Context: an optimization exercise on an open-source flow, tuned for small area. The choices shown serve that exercise and are no tape-out recipe.
In this exercise RTL edits were held to simulation tests only and were not proved equivalent to the original.
Power and IR drop assume default switching activity.

==> flow/design.v (outline; a module is shown in full before it is edited, if it fits) <==
// module ym2149_vol_table: 10439 lines
// module ym2149: 276 lines
module ym2149
(
	input      [7:0] I_DA,
	output reg [7:0] O_DA,
	output           O_DA_OE_L,
	input            I_A9_L,
	input            I_A8,
	input            I_BDIR,
	input            I_BC2,
	input            I_BC1,
	input            I_SEL_L,
	output reg [9:0] O_AUDIO,
	input      [7:0] I_IOA,
	output     [7:0] O_IOA,
	output           O_IOA_OE_L,
	input      [7:0] I_IOB,
	output     [7:0] O_IOB,
	output           O_IOB_OE_L,
	input            ENA,      
	input            RESET_L,
	input            CLK
);
  // ...
==> flow/flow/run.sh <==
#!/bin/bash
# Own layout flow: the standard layout (standard.sh) with one change. Its synthesis
# (synth_recipe.tcl, ORFS's synth.tcl) maps the logic with the area-oriented ABC script
# flow/abc.script instead of ORFS's speed script. Everything else, the registers included,
# is the standard synthesis and layout.
set -euo pipefail
W=$(pwd)
sed "s#log_cmd abc {\*}\$abc_args#log_cmd abc {*}[lreplace \$abc_args 1 1 $W/flow/abc.script]#" \
  "$FLOW_HOME/scripts/synth.tcl" > "$W/own_synth_body.tcl"
grep -q "flow/abc.script" "$W/own_synth_body.tcl"
sed "s#source \$::env(SCRIPTS_DIR)/synth.tcl#source $W/own_synth_body.tcl#" synth_recipe.tcl > "$W/own_synth.tcl"
grep -q "own_synth_body.tcl" "$W/own_synth.tcl"
bash standard.sh SYNTH_SCRIPT="$W/own_synth.tcl" finish > "$W/flow_make.log" 2>&1
==> flow/flow/abc.script <==
strash
&get -n
&dch -f
&nf -a -R 1000
&put
==> flow/standard.sh <==
#!/bin/bash
# synth_recipe.tcl (not shown) runs the flow's synth.tcl, then flattens the netlist and writes it again
# the make line also repeats each setting of config.mk as NAME=value (left out here)
make -C /OpenROAD-flow-scripts/flow DESIGN_CONFIG=/design/flow/config.mk WORK_HOME=/design/flow/orfs CLKGATE_MAP_FILE= SYNTH_SCRIPT=/design/flow/synth_recipe.tcl "${@:-finish}"
==> flow/config.mk <==
export PLATFORM = sky130hd
export DESIGN_NAME = ym2149
export DESIGN_NICKNAME = ym2149
export VERILOG_FILES = /design/flow/design.v
export SDC_FILE = /design/flow/constraint.sdc
export NUM_CORES = 4
export LEC_CHECK = 0
export CAP_MARGIN = 20
export CORE_MARGIN = 2
export CORE_UTILIZATION = 40
export CTS_BUF_LIST = sky130_fd_sc_hd__clkbuf_4 sky130_fd_sc_hd__clkbuf_8
export PLACE_DENSITY = 0.5
export SLEW_MARGIN = 20
export SYNTH_MEMORY_MAX_BITS = 65536
==> flow/constraint.sdc <==
create_clock -name core_clock -period 20.0 [get_ports {CLK}]
set_input_delay 4.0000 -clock core_clock [delete_from_list [all_inputs] [get_ports {CLK}]]
set_output_delay 4.0000 -clock core_clock [all_outputs]
set_load 0.01 [all_outputs]
==> metrics.yaml, run 1 <==
clock_tree:
  cts_buffer_depth: 3
  cts_buffers: 45
  holdBufCountCts: 0
  cts_num_sinks: 248
  cts.htree.levels: 2
  cts_setup_buffers: 0
  cts-root-buf: "clkbuf_8"
  cts-resized-gates: 0
synth:
  synthMuxAreaShare_pct: 1.27
  synth_top_area_cell: "edfxtp_1"
  ys.flop_type: "dfxtp_1"
  synthAdderAreaFrac_pct: 4.24
  synth_top_cell_area_share_pct: 11.5
  syn_inst: 3750
  ys_warn_count: 5
  synth_top_family_by_area: "compound AO/OA/AOI/OAI gates"
  yosysMostFrequentCell: "nand2_1"
  synthTopCellsByCount: "nand2_1, nor2_1, a21oi_1, o21ai_0, o22ai_1"
  synth_area_per_cell_um2: 6.97
  synth-compound-area-share_pct: 40.6
  ys_async_sr_fraction_pct: 0
  synth_edf_count: 100
  yosysUniqueCellTypes: 58
  ys_seq_area_share_pct: 22.8
  ys_ff_latch: 248
  synthSimpleGateAreaFrac_pct: 27.9
  syn_nets: 3871
  synthTopCellsByArea: "edfxtp_1, dfxtp_1, nand2_1"
  syn_area_um2: 26100
outcome:
  failing_step: "global routing (5_1_grt)"
  error: "[ERROR GRT-0116] Global routing finished with congestion. Check the congestion regions in the DRC Viewer."
  run_status: "stopped before the end"
place:
  pre_cts_ws_ns: 9.13
  dp_cells: 5014
  placed_area_um2: 30600
  place.gp.congestion: 1.59
  portBuffers: 69
  dp_hpwl_mm: 177
die:
  pin_count: 70
  initial_core_util_pct: 40.5
  die_w_um: 260
  row_count: 93
grt:
  grt_start_max_net_pins: 98
==> module ym2149, before the edit <==
module ym2149
(
	input      [7:0] I_DA,
	output reg [7:0] O_DA,
	output           O_DA_OE_L,
	input            I_A9_L,
	input            I_A8,
	input            I_BDIR,
	input            I_BC2,
	input            I_BC1,
	input            I_SEL_L,
	output reg [9:0] O_AUDIO,
	input      [7:0] I_IOA,
	output     [7:0] O_IOA,
	output           O_IOA_OE_L,
	input      [7:0] I_IOB,
	output     [7:0] O_IOB,
	output           O_IOB_OE_L,
	input            ENA,      
	input            RESET_L,
	input            CLK
);
	reg  [3:0]  cnt_div;
	reg         noise_div;
	reg         ena_div;
	reg         ena_div_noise;
	reg  [16:0] poly17;
	reg  [7:0]  addr;
	reg         busctrl_addr;
	reg         busctrl_we;
	reg         busctrl_re;
	reg  [7:0]  regs [0:15];
	wire        env_reset;
	reg  [7:0]  ioa_inreg;
	reg  [7:0]  iob_inreg;
	reg  [4:0]  noise_gen_cnt;
	wire        noise_gen_op;
	reg  [11:0] tone_gen_cnt [1:3];
	reg  [3:1]  tone_gen_op;
	reg  [15:0] env_gen_cnt;
	reg         env_ena;
	reg         env_hold;
	reg         env_inc;
	reg  [4:0]  env_vol;
	reg  [11:0] vol_table_in;
	wire [9:0]  vol_table_out;
	integer i;
	reg cs;
	always @(*) begin
		busctrl_addr = 1'b0;
		busctrl_we = 1'b0;
		busctrl_re = 1'b0;
		cs = (I_A9_L == 1'b0) && (I_A8 == 1'b1) && (addr[7:4] == 4'b0000);
		case({I_BDIR, I_BC2, I_BC1})
			3'b001: busctrl_addr = 1'b1;
			3'b011: busctrl_re = cs;
			3'b100: busctrl_addr = 1'b1;
			3'b110: busctrl_we = cs;
			3'b111: busctrl_addr = 1'b1;
			default: ;
		endcase
	end
	assign O_DA_OE_L = ~busctrl_re;
	always @(posedge CLK) begin
		if(!RESET_L)
			addr <= 8'd0;
		else if(busctrl_addr)
			addr <= I_DA;
	end
	always @(posedge CLK) begin
		if(!RESET_L) begin
			for(i = 0; i < 16; i = i + 1)
				regs[i] <= 8'd0;
		end else if(busctrl_we)
			regs[addr[3:0]] <= I_DA;
	end
	assign env_reset = busctrl_we && (addr[3:0] == 4'hD);
	always @(*) begin
		O_DA = 8'hFF;
		if(busctrl_re) begin
			case(addr[3:0])
				4'h0: O_DA = regs[0];
				4'h1: O_DA = {4'b0000, regs[1][3:0]};
				4'h2: O_DA = regs[2];
				4'h3: O_DA = {4'b0000, regs[3][3:0]};
				4'h4: O_DA = regs[4];
				4'h5: O_DA = {4'b0000, regs[5][3:0]};
				4'h6: O_DA = {3'b000, regs[6][4:0]};
				4'h7: O_DA = regs[7];
				4'h8: O_DA = {3'b000, regs[8][4:0]};
				4'h9: O_DA = {3'b000, regs[9][4:0]};
				4'hA: O_DA = {3'b000, regs[10][4:0]};
				4'hB: O_DA = regs[11];
				4'hC: O_DA = regs[12];
				4'hD: O_DA = {4'b0000, regs[13][3:0]};
				4'hE: O_DA = (regs[7][6] == 1'b0) ? ioa_inreg : regs[14];
				4'hF: O_DA = (regs[7][7] == 1'b0) ? iob_inreg : regs[15];
			endcase
		end
	end
	always @(posedge CLK) begin
		if(!RESET_L) begin
			cnt_div <= 4'd0;
			noise_div <= 1'b0;
			ena_div <= 1'b0;
			ena_div_noise <= 1'b0;
		end else if(ENA) begin
			ena_div <= 1'b0;
			ena_div_noise <= 1'b0;
			if(cnt_div == 4'b0000) begin
				cnt_div <= {~I_SEL_L, 3'b111};
				ena_div <= 1'b1;
				noise_div <= ~noise_div;
				if(noise_div)
					ena_div_noise <= 1'b1;
			end else
				cnt_div <= cnt_div - 4'd1;
		end
	end
	wire [4:0] noise_gen_nxt = noise_gen_cnt + 5'd1;
	wire       noise_gen_hit = (noise_gen_nxt >= regs[6][4:0]);
	wire       poly17_zero = (poly17 == 17'd0);
	always @(posedge CLK) begin
		if(!RESET_L) begin
			noise_gen_cnt <= 5'd0;
			poly17 <= 17'd0;
		end else if(ENA && ena_div_noise) begin
			if(noise_gen_hit) begin
				noise_gen_cnt <= 5'd0;
				poly17 <= {poly17[0] ^ poly17[2] ^ poly17_zero, poly17[16:1]};
			end else
				noise_gen_cnt <= noise_gen_nxt;
		end
	end
	assign noise_gen_op = poly17[0];
	reg [11:0] tone_gen_freq [1:3];
	reg [11:0] tone_gen_nxt [1:3];
	reg [3:1]  tone_gen_hit;
	always @(*) begin
		tone_gen_freq[1] = {regs[1][3:0], regs[0]};
		tone_gen_freq[2] = {regs[3][3:0], regs[2]};
		tone_gen_freq[3] = {regs[5][3:0], regs[4]};
		for(i = 1; i <= 3; i = i + 1) begin
			tone_gen_nxt[i] = tone_gen_cnt[i] + 12'd1;
			tone_gen_hit[i] = (tone_gen_nxt[i] >= tone_gen_freq[i]);
		end
	end
	always @(posedge CLK) begin
		if(!RESET_L) begin
			for(i = 1; i <= 3; i = i + 1)
				tone_gen_cnt[i] <= 12'h000;
			tone_gen_op <= 3'b000;
		end else if(ENA && ena_div) begin
			for(i = 1; i <= 3; i = i + 1) begin
				if(tone_gen_hit[i]) begin
					tone_gen_cnt[i] <= 12'h000;
					tone_gen_op[i] <= ~tone_gen_op[i];
				end else
					tone_gen_cnt[i] <= tone_gen_nxt[i];
			end
		end
	end
	wire [15:0] env_gen_freq = {regs[12], regs[11]};
	wire [15:0] env_gen_nxt = env_gen_cnt + 16'd1;
	wire        env_gen_hit = (env_gen_nxt >= env_gen_freq);
	always @(posedge CLK) begin
		if(!RESET_L) begin
			env_gen_cnt <= 16'h0000;
			env_ena <= 1'b0;
		end else if(ENA) begin
			env_ena <= 1'b0;
			if(ena_div) begin
				if(env_gen_hit) begin
					env_gen_cnt <= 16'h0000;
					env_ena <= 1'b1;
				end else
					env_gen_cnt <= env_gen_nxt;
			end
		end
	end
	wire is_bot    = (env_vol == 5'b00000);
	wire is_bot_p1 = (env_vol == 5'b00001);
	wire is_top_m1 = (env_vol == 5'b11110);
	wire is_top    = (env_vol == 5'b11111);
	always @(posedge CLK) begin
		if(!RESET_L) begin
			env_vol <= 5'b00000;
			env_inc <= 1'b0;
			env_hold <= 1'b0;
		end else if(env_reset) begin
			if(I_DA[2] == 1'b0) begin  
				env_vol <= 5'b11111;
				env_inc <= 1'b0;  
			end else begin
				env_vol <= 5'b00000;
				env_inc <= 1'b1;  
			end
			env_hold <= 1'b0;
		end else if(ENA && env_ena) begin
			if(!env_hold) begin
				if(env_inc)
					env_vol <= env_vol + 5'b00001;
				else
					env_vol <= env_vol + 5'b11111;
			end
			if(regs[13][3] == 1'b0) begin
				if(!env_inc) begin  
					if(is_bot_p1) env_hold <= 1'b1;
				end else begin
					if(is_top) env_hold <= 1'b1;
				end
			end else begin
				if(regs[13][0] == 1'b1) begin  
					if(!env_inc) begin  
						if(regs[13][1] == 1'b1) begin  
							if(is_bot) env_hold <= 1'b1;
						end else begin
							if(is_bot_p1) env_hold <= 1'b1;
						end
					end else begin
						if(regs[13][1] == 1'b1) begin  
							if(is_top) env_hold <= 1'b1;
						end else begin
							if(is_top_m1) env_hold <= 1'b1;
						end
					end
				end else if(regs[13][1] == 1'b1) begin  
					if(!env_inc) begin  
						if(is_bot_p1) env_hold <= 1'b1;
						if(is_bot) begin env_hold <= 1'b0; env_inc <= 1'b1; end
					end else begin
						if(is_top_m1) env_hold <= 1'b1;
						if(is_top) begin env_hold <= 1'b0; env_inc <= 1'b0; end
					end
				end
			end
		end
	end
	wire [2:0] chan_mixed;
	assign chan_mixed[0] = (regs[7][0] | tone_gen_op[1]) & (regs[7][3] | noise_gen_op);
	assign chan_mixed[1] = (regs[7][1] | tone_gen_op[2]) & (regs[7][4] | noise_gen_op);
	assign chan_mixed[2] = (regs[7][2] | tone_gen_op[3]) & (regs[7][5] | noise_gen_op);
	always @(posedge CLK) begin
		if(!RESET_L)
			vol_table_in <= 12'h000;
		else if(ENA) begin
			vol_table_in <= 12'h000;
			if(chan_mixed[0])
				vol_table_in[3:0] <= (regs[8][4] == 1'b0) ? regs[8][3:0] : env_vol[4:1];
			if(chan_mixed[1])
				vol_table_in[7:4] <= (regs[9][4] == 1'b0) ? regs[9][3:0] : env_vol[4:1];
			if(chan_mixed[2])
				vol_table_in[11:8] <= (regs[10][4] == 1'b0) ? regs[10][3:0] : env_vol[4:1];
		end
	end
	ym2149_vol_table u_vol_table
	(
		.CLK(CLK),
		.ADDR(vol_table_in),
		.DATA(vol_table_out)
	);
	always @(posedge CLK) begin
		if(!RESET_L)
			O_AUDIO <= 10'b0000000000;
		else
			O_AUDIO <= vol_table_out;
	end
	assign O_IOA = regs[14];
	assign O_IOA_OE_L = ~regs[7][6];
	assign O_IOB = regs[15];
	assign O_IOB_OE_L = ~regs[7][7];
	always @(posedge CLK) begin
		ioa_inreg <= I_IOA;
		iob_inreg <= I_IOB;
	end
endmodule
==> inputs of run 2 (changes only) <==
--- a/flow/design.v
+++ b/flow/design.v
@@ -1,13 +1,12 @@
 module ym2149_vol_table
 (
-	input             CLK,
 	input      [11:0] ADDR,
-	output reg [9:0]  DATA
+	output     [9:0]  DATA
 );
 	wire [7:0] k;
 	wire [9:0] v;
 	wire g_n100;
 	wire g_n101;
 	wire g_n103;
 	wire g_n104;
 	wire g_n105;
@@ -10429,18 +10428,17 @@
 	assign f_n4732 = f_n400 & ~f_n4731;
 	assign f_n4733 = f_n413 & ~f_n4720;
 	assign f_n4734 = ~f_n4732 & ~f_n4733;
 	assign f_n4735 = f_n4641 & f_n4701;
 	assign f_n4736 = f_n4716 & f_n4735;
 	assign f_n4737 = f_n4734 & f_n4736;
 	assign f_n4738 = f_n4420 & f_n4578;
 	assign v[0] = ~f_n4737 | ~f_n4738;
-	always @(posedge CLK)
-		DATA <= v;
+	assign DATA = v;
 endmodule
 module ym2149
 (
 	input      [7:0] I_DA,
 	output reg [7:0] O_DA,
 	output           O_DA_OE_L,
 	input            I_A9_L,
 	input            I_A8,
@@ -10459,70 +10457,76 @@
 	input            RESET_L,
 	input            CLK
 );
 	reg  [3:0]  cnt_div;
 	reg         noise_div;
 	reg         ena_div;
 	reg         ena_div_noise;
 	reg  [16:0] poly17;
-	reg  [7:0]  addr;
+	reg  [3:0]  addr;          
+	reg         addr_hi_zero;  
 	reg         busctrl_addr;
 	reg         busctrl_we;
 	reg         busctrl_re;
 	reg  [7:0]  regs [0:15];
 	wire        env_reset;
 	reg  [7:0]  ioa_inreg;
 	reg  [7:0]  iob_inreg;
 	reg  [4:0]  noise_gen_cnt;
 	wire        noise_gen_op;
 	reg  [11:0] tone_gen_cnt [1:3];
 	reg  [3:1]  tone_gen_op;
 	reg  [15:0] env_gen_cnt;
 	reg         env_ena;
 	reg         env_hold;
 	reg         env_inc;
 	reg  [4:0]  env_vol;
-	reg  [11:0] vol_table_in;
+	wire [11:0] vol_table_in;
 	wire [9:0]  vol_table_out;
+	reg  [9:0]  vol_table_val;  
+	reg  [9:0]  vol_table_rd;   
 	integer i;
 	reg cs;
 	always @(*) begin
 		busctrl_addr = 1'b0;
 		busctrl_we = 1'b0;
 		busctrl_re = 1'b0;
-		cs = (I_A9_L == 1'b0) && (I_A8 == 1'b1) && (addr[7:4] == 4'b0000);
+		cs = (I_A9_L == 1'b0) && (I_A8 == 1'b1) && addr_hi_zero;
 		case({I_BDIR, I_BC2, I_BC1})
 			3'b001: busctrl_addr = 1'b1;
 			3'b011: busctrl_re = cs;
 			3'b100: busctrl_addr = 1'b1;
 			3'b110: busctrl_we = cs;
 			3'b111: busctrl_addr = 1'b1;
 			default: ;
 		endcase
 	end
 	assign O_DA_OE_L = ~busctrl_re;
 	always @(posedge CLK) begin
-		if(!RESET_L)
-			addr <= 8'd0;
-		else if(busctrl_addr)
-			addr <= I_DA;
+		if(!RESET_L) begin
+			addr <= 4'd0;
+			addr_hi_zero <= 1'b1;
+		end else if(busctrl_addr) begin
+			addr <= I_DA[3:0];
+			addr_hi_zero <= (I_DA[7:4] == 4'b0000);
+		end
 	end
 	always @(posedge CLK) begin
 		if(!RESET_L) begin
 			for(i = 0; i < 16; i = i + 1)
 				regs[i] <= 8'd0;
 		end else if(busctrl_we)
-			regs[addr[3:0]] <= I_DA;
+			regs[addr] <= I_DA;
 	end
-	assign env_reset = busctrl_we && (addr[3:0] == 4'hD);
+	assign env_reset = busctrl_we && (addr == 4'hD);
 	always @(*) begin
 		O_DA = 8'hFF;
 		if(busctrl_re) begin
-			case(addr[3:0])
+			case(addr)
 				4'h0: O_DA = regs[0];
 				4'h1: O_DA = {4'b0000, regs[1][3:0]};
 				4'h2: O_DA = regs[2];
 				4'h3: O_DA = {4'b0000, regs[3][3:0]};
 				4'h4: O_DA = regs[4];
 				4'h5: O_DA = {4'b0000, regs[5][3:0]};
 				4'h6: O_DA = {3'b000, regs[6][4:0]};
 				4'h7: O_DA = regs[7];
@@ -10674,40 +10678,37 @@
 				end
 			end
 		end
 	end
 	wire [2:0] chan_mixed;
 	assign chan_mixed[0] = (regs[7][0] | tone_gen_op[1]) & (regs[7][3] | noise_gen_op);
 	assign chan_mixed[1] = (regs[7][1] | tone_gen_op[2]) & (regs[7][4] | noise_gen_op);
 	assign chan_mixed[2] = (regs[7][2] | tone_gen_op[3]) & (regs[7][5] | noise_gen_op);
-	always @(posedge CLK) begin
-		if(!RESET_L)
-			vol_table_in <= 12'h000;
-		else if(ENA) begin
-			vol_table_in <= 12'h000;
-			if(chan_mixed[0])
-				vol_table_in[3:0] <= (regs[8][4] == 1'b0) ? regs[8][3:0] : env_vol[4:1];
-			if(chan_mixed[1])
-				vol_table_in[7:4] <= (regs[9][4] == 1'b0) ? regs[9][3:0] : env_vol[4:1];
-			if(chan_mixed[2])
-				vol_table_in[11:8] <= (regs[10][4] == 1'b0) ? regs[10][3:0] : env_vol[4:1];
-		end
-	end
+	assign vol_table_in[3:0]  = chan_mixed[0] ? ((regs[8][4] == 1'b0) ? regs[8][3:0] : env_vol[4:1]) : 4'h0;
+	assign vol_table_in[7:4]  = chan_mixed[1] ? ((regs[9][4] == 1'b0) ? regs[9][3:0] : env_vol[4:1]) : 4'h0;
+	assign vol_table_in[11:8] = chan_mixed[2] ? ((regs[10][4] == 1'b0) ? regs[10][3:0] : env_vol[4:1]) : 4'h0;
 	ym2149_vol_table u_vol_table
 	(
-		.CLK(CLK),
 		.ADDR(vol_table_in),
 		.DATA(vol_table_out)
 	);
 	always @(posedge CLK) begin
 		if(!RESET_L)
+			vol_table_val <= 10'd0;
+		else if(ENA)
+			vol_table_val <= vol_table_out;
+	end
+	always @(posedge CLK)
+		vol_table_rd <= vol_table_val;
+	always @(posedge CLK) begin
+		if(!RESET_L)
 			O_AUDIO <= 10'b0000000000;
 		else
-			O_AUDIO <= vol_table_out;
+			O_AUDIO <= vol_table_rd;
 	end
 	assign O_IOA = regs[14];
 	assign O_IOA_OE_L = ~regs[7][6];
 	assign O_IOB = regs[15];
 	assign O_IOB_OE_L = ~regs[7][7];
 	always @(posedge CLK) begin
 		ioa_inreg <= I_IOA;
 		iob_inreg <= I_IOB;
==> flow/config.mk (replaced) <==
export PLATFORM = sky130hd
export DESIGN_NAME = ym2149
export DESIGN_NICKNAME = ym2149
export VERILOG_FILES = /design/flow/design.v
export SDC_FILE = /design/flow/constraint.sdc
export NUM_CORES = 4
export LEC_CHECK = 0
export CAP_MARGIN = 20
export CORE_MARGIN = 2
export CORE_UTILIZATION = 30
export CTS_BUF_LIST = sky130_fd_sc_hd__clkbuf_4 sky130_fd_sc_hd__clkbuf_8
export PLACE_DENSITY = 0.34
export SLEW_MARGIN = 20
export SYNTH_MEMORY_MAX_BITS = 65536
==> run 2 against run 1 <==
Effect of this change:
- the flow again stops in global routing (5_1_grt)
- synthesized cell count is 0.64% higher
- area after synthesis shrank 0.35%
==> metrics.yaml, run 2 <==
outcome:
  run_status: "stopped before the end"
  failing_step: "global routing (5_1_grt)"
  error: "[ERROR GRT-0116] Global routing finished with congestion. Check the congestion regions in the DRC Viewer."
place:
  pre_cts_ws_ns: 9.92  # +0.788 ns
  portBuffers: 69  # unchanged
  place.gp.congestion: 1.40  # -12%
  dp_hpwl_mm: 213  # +20%
synth:
  ys_ff_latch: 243  # -2.0%
  ys_async_sr_fraction_pct: 0  # unchanged
  synth_top_cell_area_share_pct: 11.5  # +0.040 points
  synth_edf_count: 100  # unchanged
  synthTopCellsByArea: "edfxtp_1, dfxtp_1, nand2_1"
  ys_seq_area_share_pct: 22.5  # -0.30 points
  syn_inst: 3774  # +0.64%
  synth_area_per_cell_um2: 6.90  # -0.98%
  synth_top_area_cell: "edfxtp_1"
  syn_nets: 3895  # +0.62%
  yosysUniqueCellTypes: 60  # +3.4%
  syn_area_um2: 26000  # -0.35%
  ys_warn_count: 4  # -1
  ys.flop_type: "dfxtp_1"
  synthTopCellsByCount: "nand2_1, nor2_1, a21oi_1, o21ai_0, o22ai_1"
  yosysMostFrequentCell: "nand2_1"
clock_tree:
  cts_setup_buffers: 0  # unchanged
  cts-root-buf: "clkbuf_8"
  cts_buffers: 45  # unchanged
  cts_num_sinks: 243  # -2.0%
  cts_buffer_depth: 3  # unchanged
  cts.htree.levels: 2  # unchanged
  cts-resized-gates: 0  # unchanged
  holdBufCountCts: 0  # unchanged
die:
  die_w_um: 299  # +15%
  initial_core_util_pct: 30.1  # -10 points
  pin_count: 70  # unchanged
  die_h_um: 299
  row_count: 108  # +16%
grt:
  grt_start_max_net_pins: 112
run 2: power by group through the flow:
stage	clock network, W	logic, W	registers (W)
after floorplan	0	0.000112	0.000548
after global placement	0	0.000304	0.000552
after detailed placement	0	0.000301	0.000553
after CTS	0.000548	0.000302	0.000542
run 2: worst min-delay path by stage:
stage,startpoint,end,slack [ns],cells after the start
3_3_place_gp,vol_table_val[0],vol_table_rd[0],0.33,0
4_1_cts,vol_table_val[3],vol_table_rd[3],0.35,0
3_5_place_dp,vol_table_val[5],vol_table_rd[5],0.34,0
2_1_floorplan,vol_table_val[0],vol_table_rd[0],0.33,0
run 2: stage by stage:
step	std cells	area [um2]	hold WS, ns
floorplan	3774	26000	0.326
global placement	5355	31100	0.335
detailed placement	5356	31100	0.341
CTS	5440	32100	0.347
run 2: logic make-up after synthesis:
group	after synthesis	synth area share (%)
and+or+nand+nor	1643	28.8
AOI/OAI and AO/OA	1640	40.5
DFF	243	22.5
adders and majority gates	88	4.26
buffers and inverters	82	1.18
xor gates and xnor gates	50	1.68
muxes	28	1.09
==> inputs of run 3 (changes only) <==
--- a/flow/config.mk
+++ b/flow/config.mk
@@ -8,7 +8,7 @@
 export CAP_MARGIN = 20
 export CORE_MARGIN = 2
-export CORE_UTILIZATION = 30
+export CORE_UTILIZATION = 35
 export CTS_BUF_LIST = sky130_fd_sc_hd__clkbuf_4 sky130_fd_sc_hd__clkbuf_8
-export PLACE_DENSITY = 0.34
+export PLACE_DENSITY = 0.45
 export SLEW_MARGIN = 20
 export SYNTH_MEMORY_MAX_BITS = 65536
==> run 3 against run 2 <==
Effect of this change:
- the flow again stops in global routing (5_1_grt)
- synthesized cell count stayed put
- area after synthesis stayed put
==> metrics.yaml, run 3 <==
die:
  pin_count: 70  # unchanged
  die_h_um: 277  # -7.3%
  initial_core_util_pct: 35.5  # +5.4 points
  row_count: 99  # -8.3%
  die_w_um: 277  # -7.3%
place:
  portBuffers: 69  # unchanged
  pre_cts_ws_ns: 9.96  # +0.0406 ns
  place.gp.congestion: 1.47  # +5.0%
  dp_hpwl_mm: 200  # -6.1%
synth:
  syn_nets: 3895  # unchanged
  ys_async_sr_fraction_pct: 0  # unchanged
  synth_area_per_cell_um2: 6.90  # unchanged
  ys.flop_type: "dfxtp_1"
  yosysMostFrequentCell: "nand2_1"
  synth_top_cell_area_share_pct: 11.5  # unchanged
  synth_edf_count: 100  # unchanged
  synthTopCellsByCount: "nand2_1, nor2_1, a21oi_1, o21ai_0, o22ai_1"
  synth_top_area_cell: "edfxtp_1"
  yosysUniqueCellTypes: 60  # unchanged
  synthTopCellsByArea: "edfxtp_1, dfxtp_1, nand2_1"
  ys_warn_count: 4  # unchanged
  ys_seq_area_share_pct: 22.5  # unchanged
  syn_area_um2: 26000  # unchanged
  syn_inst: 3774  # unchanged
  ys_ff_latch: 243  # unchanged
clock_tree:
  cts_buffers: 42  # -6.7%
  cts_buffer_depth: 3  # unchanged
  cts-resized-gates: 0  # unchanged
  cts_setup_buffers: 0  # unchanged
  cts_num_sinks: 243  # unchanged
  cts.htree.levels: 2  # unchanged
  holdBufCountCts: 0  # unchanged
  cts-root-buf: "clkbuf_8"
outcome:
  run_status: "stopped before the end"
  failing_step: "global routing (5_1_grt)"
  error: "[ERROR GRT-0116] Global routing finished with congestion. Check the congestion regions in the DRC Viewer."
grt:
  grt_start_max_net_pins: 112
[run 3: cell counts after synthesis]
Identical to the previous run, type by type.
[run 3: logic make-up after synthesis]
kind of cell	Yosys count	synth area share, %
AO/OA/AOI/OAI	1640	40.5
XOR/XNOR	50	1.68
adder cells (fa/ha/maj)	88	4.26
buffers and inverters	82	1.18
flip-flops	243	22.5
multiplexers	28	1.09
AND/OR/NAND/NOR	1643	28.8
[run 3: how the worst max path moves through the flow]
stage	start	endpoint	slack, ns	cells past startpoint
after global placement	I_A8	O_DA[0]	9.84	8
after CTS	I_A8	O_DA[0]	9.96	8
after detailed placement	I_A8	O_DA[0]	9.96	8
after floorplan	regs[8][4]	vol_table_val[5]	10.60	20
[run 3: stage by stage]
| stage | instances | util [%] | hold slack [ns] | cell area (um2) | total power [W] |
|---|---|---|---|---|---|
| 3_5_place_dp | 5161 | 42.0 | 0.336 | 30800 | 0.000846 |
| 2_1_floorplan | 3774 | - | 0.326 | 26000 | 0.000660 |
| 3_3_place_gp | 5161 | 42.0 | 0.334 | 30800 | 0.000850 |
| 4_1_cts | 5239 | 43.3 | 0.350 | 31700 | 0.00136 |
[run 3: power by group through the flow]
stage / clock network (W) / registers (W) / logic [W]
after floorplan: 0 / 0.000548 / 0.000112
after global placement: 0 / 0.000552 / 0.000298
after detailed placement: 0 / 0.000553 / 0.000293
after CTS: 0.000522 / 0.000542 / 0.000294
